From an optimization exercise on the open Yosys and OpenROAD flow, aimed at small area; shortcuts taken in it are not production practice.
The RTL was checked by simulation tests, not by an equivalence proof against the original design.
Power and IR drop assume default switching activity. The clock port is modelled as an ideal driver; clocking choices that lean on that would not hold on a real chip.

## firp
module firp(
  input clock,
  input reset,
  output done,
  input start,
  input wire [15:0] input_sample,
  output [15:0] output_sample2);
reg  [3:0]  ph;
reg         pend;      
reg         act;       
reg         fresh;     
reg  [15:0] C;         
reg  [15:0] W [0:17];  
reg  [8:0]  cyn;       
reg  [16:0] acc;       
wire ph0   = (ph == 4'd0);
wire last  = act & ph0;                   
wire win   = (act & ~ph0) | (pend & ph0);
wire ready = ~pend & (~act | ph0);
wire take  = start & ready;
wire is15  = (ph == 4'd15);
wire en = win & ~fresh;
wire z  = win & fresh & is15;
wire [17:0] t;
wire        c0 = win & C[ph];
genvar k;
generate
  for (k = 0; k < 18; k = k + 1) begin : g_tap
    assign t[k] = (W[k][0] & en) | z;
  end
endgenerate
wire [17:0] tn  = ~t;
wire        c0n = ~c0;
wire [8:0] pa = {tn[7:0], c0n};
wire [8:0] pb = {tn[9], tn[10], tn[11], tn[12], tn[13], tn[14], tn[15], tn[16], tn[17]};
wire [8:0] psn, pcn;
genvar p;
generate
  for (p = 0; p < 9; p = p + 1) begin : g_pre
    fa3 u_pre (.a(pa[p]), .b(pb[p]), .c(cyn[p]), .s(psn[p]), .co(pcn[p]));
  end
endgenerate
wire [8:0] ps   = ~psn;
wire       midn = tn[8];
wire       mid  = ~midn;
wire s4, c4;
fa3 u_4 (.a(acc[0]), .b(ps[2]), .c(ps[4]), .s(s4), .co(c4));
wire c7 = ps[5] & s4;
wire s16, c16;
fa3 u_16 (.a(acc[1]), .b(ps[0]), .c(psn[1]), .s(s16), .co(c16));
wire s19, c19;
fa3 u_19 (.a(ps[2]), .b(ps[5]), .c(ps[6]), .s(s19), .co(c19));
wire s22, c22;
fa3 u_22 (.a(psn[8]), .b(c4), .c(s16), .s(s22), .co(c22));
wire s25, c25;
fa3 u_25 (.a(s19), .b(c7), .c(s22), .s(s25), .co(c25));
wire s33, c33;
fa3 u_33 (.a(acc[2]), .b(ps[4]), .c(psn[7]), .s(s33), .co(c33));
wire s36, c36;
fa3 u_36 (.a(psn[8]), .b(mid), .c(c16), .s(s36), .co(c36));
wire s39, c39;
fa3 u_39 (.a(c19), .b(s33), .c(c22), .s(s39), .co(c39));
wire s42, c42;
fa3 u_42 (.a(s36), .b(c25), .c(s39), .s(s42), .co(c42));
wire s49, c49;
fa3 u_49 (.a(acc[3]), .b(psn[0]), .c(psn[3]), .s(s49), .co(c49));
wire s52, c52;
fa3 u_52 (.a(mid), .b(c33), .c(s49), .s(s52), .co(c52));
wire s55, c55;
fa3 u_55 (.a(c36), .b(s52), .c(c39), .s(s55), .co(c55));
wire s58, c58;
ha2 u_58 (.a(c42), .b(s55), .s(s58), .co(c58));
  ...
Size: roughly 530 cells after synthesis, roughly 36 I/O pins, about 9100 µm² of cells after synthesis.
Settings: LEC_CHECK=0, CAP_MARGIN=0, CORE_MARGIN=2, CORE_UTILIZATION=75, SLEW_MARGIN=0, SYNTH_HIERARCHICAL=1, SYNTH_MINIMUM_KEEP_SIZE=0; clock period 20.0 ns.
standard.sh (not shown) runs the stock make flow with config.mk's settings and CLKGATE_MAP_FILE= SYNTH_SCRIPT=/design/flow/synth_recipe.tcl, a recipe that flattens the netlist after the stock synthesis.
==> flow/flow/run.sh <==
#!/bin/bash
# The standard layout (bash standard.sh) with two changes:
#  - ports get the smallest buffer (buf_1) instead of the delay buffer that
#    buffer_ports picks by default; every port is still buffered;
#  - clock tree: clkbuf_16 at the sink clusters (at most 34 flip-flops), clkbuf_2 above,
#    and no dummy loads.
# make's full output goes to flow_make.log here; each ORFS step also keeps its
# own log under orfs/logs/.
set -euo pipefail
export BUFFER_PORTS_ARGS="-buffer_cell sky130_fd_sc_hd__buf_1"
export CTS_ARGS='-sink_clustering_enable -repair_clock_nets -sink_clustering_size 34 -sink_clustering_max_diameter 100 -buf_list {sky130_fd_sc_hd__clkbuf_16} -sink_clustering_buffer sky130_fd_sc_hd__clkbuf_16 -root_buf sky130_fd_sc_hd__clkbuf_2 -tree_buf sky130_fd_sc_hd__clkbuf_2 -dont_use_dummy_load'
bash standard.sh > flow_make.log 2>&1
==> next run, changes <==
==> flow/flow/run.sh (replaced) <==
#!/bin/bash
# The standard layout (bash standard.sh) with two changes:
#  - ports get the smallest buffer (buf_1) instead of the delay buffer that
#    buffer_ports picks by default; every port is still buffered;
#  - clock tree: clkbuf_16 at the sink clusters (at most 34 flip-flops), clkbuf_4 above,
#    and no dummy loads.
# make's full output goes to flow_make.log here; each ORFS step also keeps its
# own log under orfs/logs/.
set -euo pipefail
export BUFFER_PORTS_ARGS="-buffer_cell sky130_fd_sc_hd__buf_1"
export CTS_ARGS='-sink_clustering_enable -repair_clock_nets -sink_clustering_size 34 -sink_clustering_max_diameter 70 -buf_list {sky130_fd_sc_hd__clkbuf_16} -sink_clustering_buffer sky130_fd_sc_hd__clkbuf_16 -root_buf sky130_fd_sc_hd__clkbuf_4 -tree_buf sky130_fd_sc_hd__clkbuf_4 -dont_use_dummy_load'
bash standard.sh > flow_make.log 2>&1
CORE_UTILIZATION = 70   (was 75)
Design area climbs by 0.64%.
Die area goes up by 6.9%.
Sequential power stays flat.
First-iteration DRC count rises by 9.0%.
Hold slack is better by 0.069 ns.
Global-route usage fell by 4.0 points.
Critical path depth is unchanged.
Synthesized cell count is unchanged.
Utilization decreases by 4.3 points.
==> next run, changes <==
--- a/flow/flow/run.sh
+++ b/flow/flow/run.sh
@@ -10,3 +10,3 @@
 export BUFFER_PORTS_ARGS="-buffer_cell sky130_fd_sc_hd__buf_1"
-export CTS_ARGS='-sink_clustering_enable -repair_clock_nets -sink_clustering_size 34 -sink_clustering_max_diameter 70 -buf_list {sky130_fd_sc_hd__clkbuf_16} -sink_clustering_buffer sky130_fd_sc_hd__clkbuf_16 -root_buf sky130_fd_sc_hd__clkbuf_4 -tree_buf sky130_fd_sc_hd__clkbuf_4 -dont_use_dummy_load'
+export CTS_ARGS='-sink_clustering_enable -repair_clock_nets -sink_clustering_size 34 -sink_clustering_max_diameter 100 -buf_list {sky130_fd_sc_hd__clkbuf_16} -sink_clustering_buffer sky130_fd_sc_hd__clkbuf_16 -root_buf sky130_fd_sc_hd__clkbuf_4 -tree_buf sky130_fd_sc_hd__clkbuf_4 -dont_use_dummy_load'
 bash standard.sh > flow_make.log 2>&1
Effect:
- The new run completed without violations
- combinational power stays flat
- core utilization drops by 0.20 points
- first-iteration DRC count drops by a few percent
- clock power drops by a few percent
- global-route usage climbs by 0.15 points
- final area stays flat
- power drops slightly
- via count climbs slightly
- critical path depth does not change

[separate check: timing with driven ports]
The flow's constraints put no driver on any port. The routed layouts listed below were extracted and timed again, unchanged, in two steps. Step 1, drivers: a clkbuf_16 drives clock and a buf_2 each remaining input, both assumed. Step 2 moves the port delays by t, midway between the first and last clock arrival at a register: inputs arrive t later, outputs are due t later. That takes back most of the time a late clock gives input paths. Slacks: no drivers / after step 1 / after step 2; pairs: no drivers / after step 1.
run	shift t [ns]	setup WS [ns]	hold slack, ns	worst setup path at the end	worst register clock-pin slew, ns
the first run	0.722	6.027 / 5.991 / 6.713	0.234 / 0.234 / 0.234	register to output	0.12 / 0.12
the second run	0.640	6.408 / 6.374 / 7.014	0.303 / 0.303 / 0.303	register to output	0.11 / 0.11
the third run	0.624	6.408 / 6.375 / 6.999	0.284 / 0.284 / 0.284	register to output	0.13 / 0.13
After both steps setup and hold are still met in every run listed.
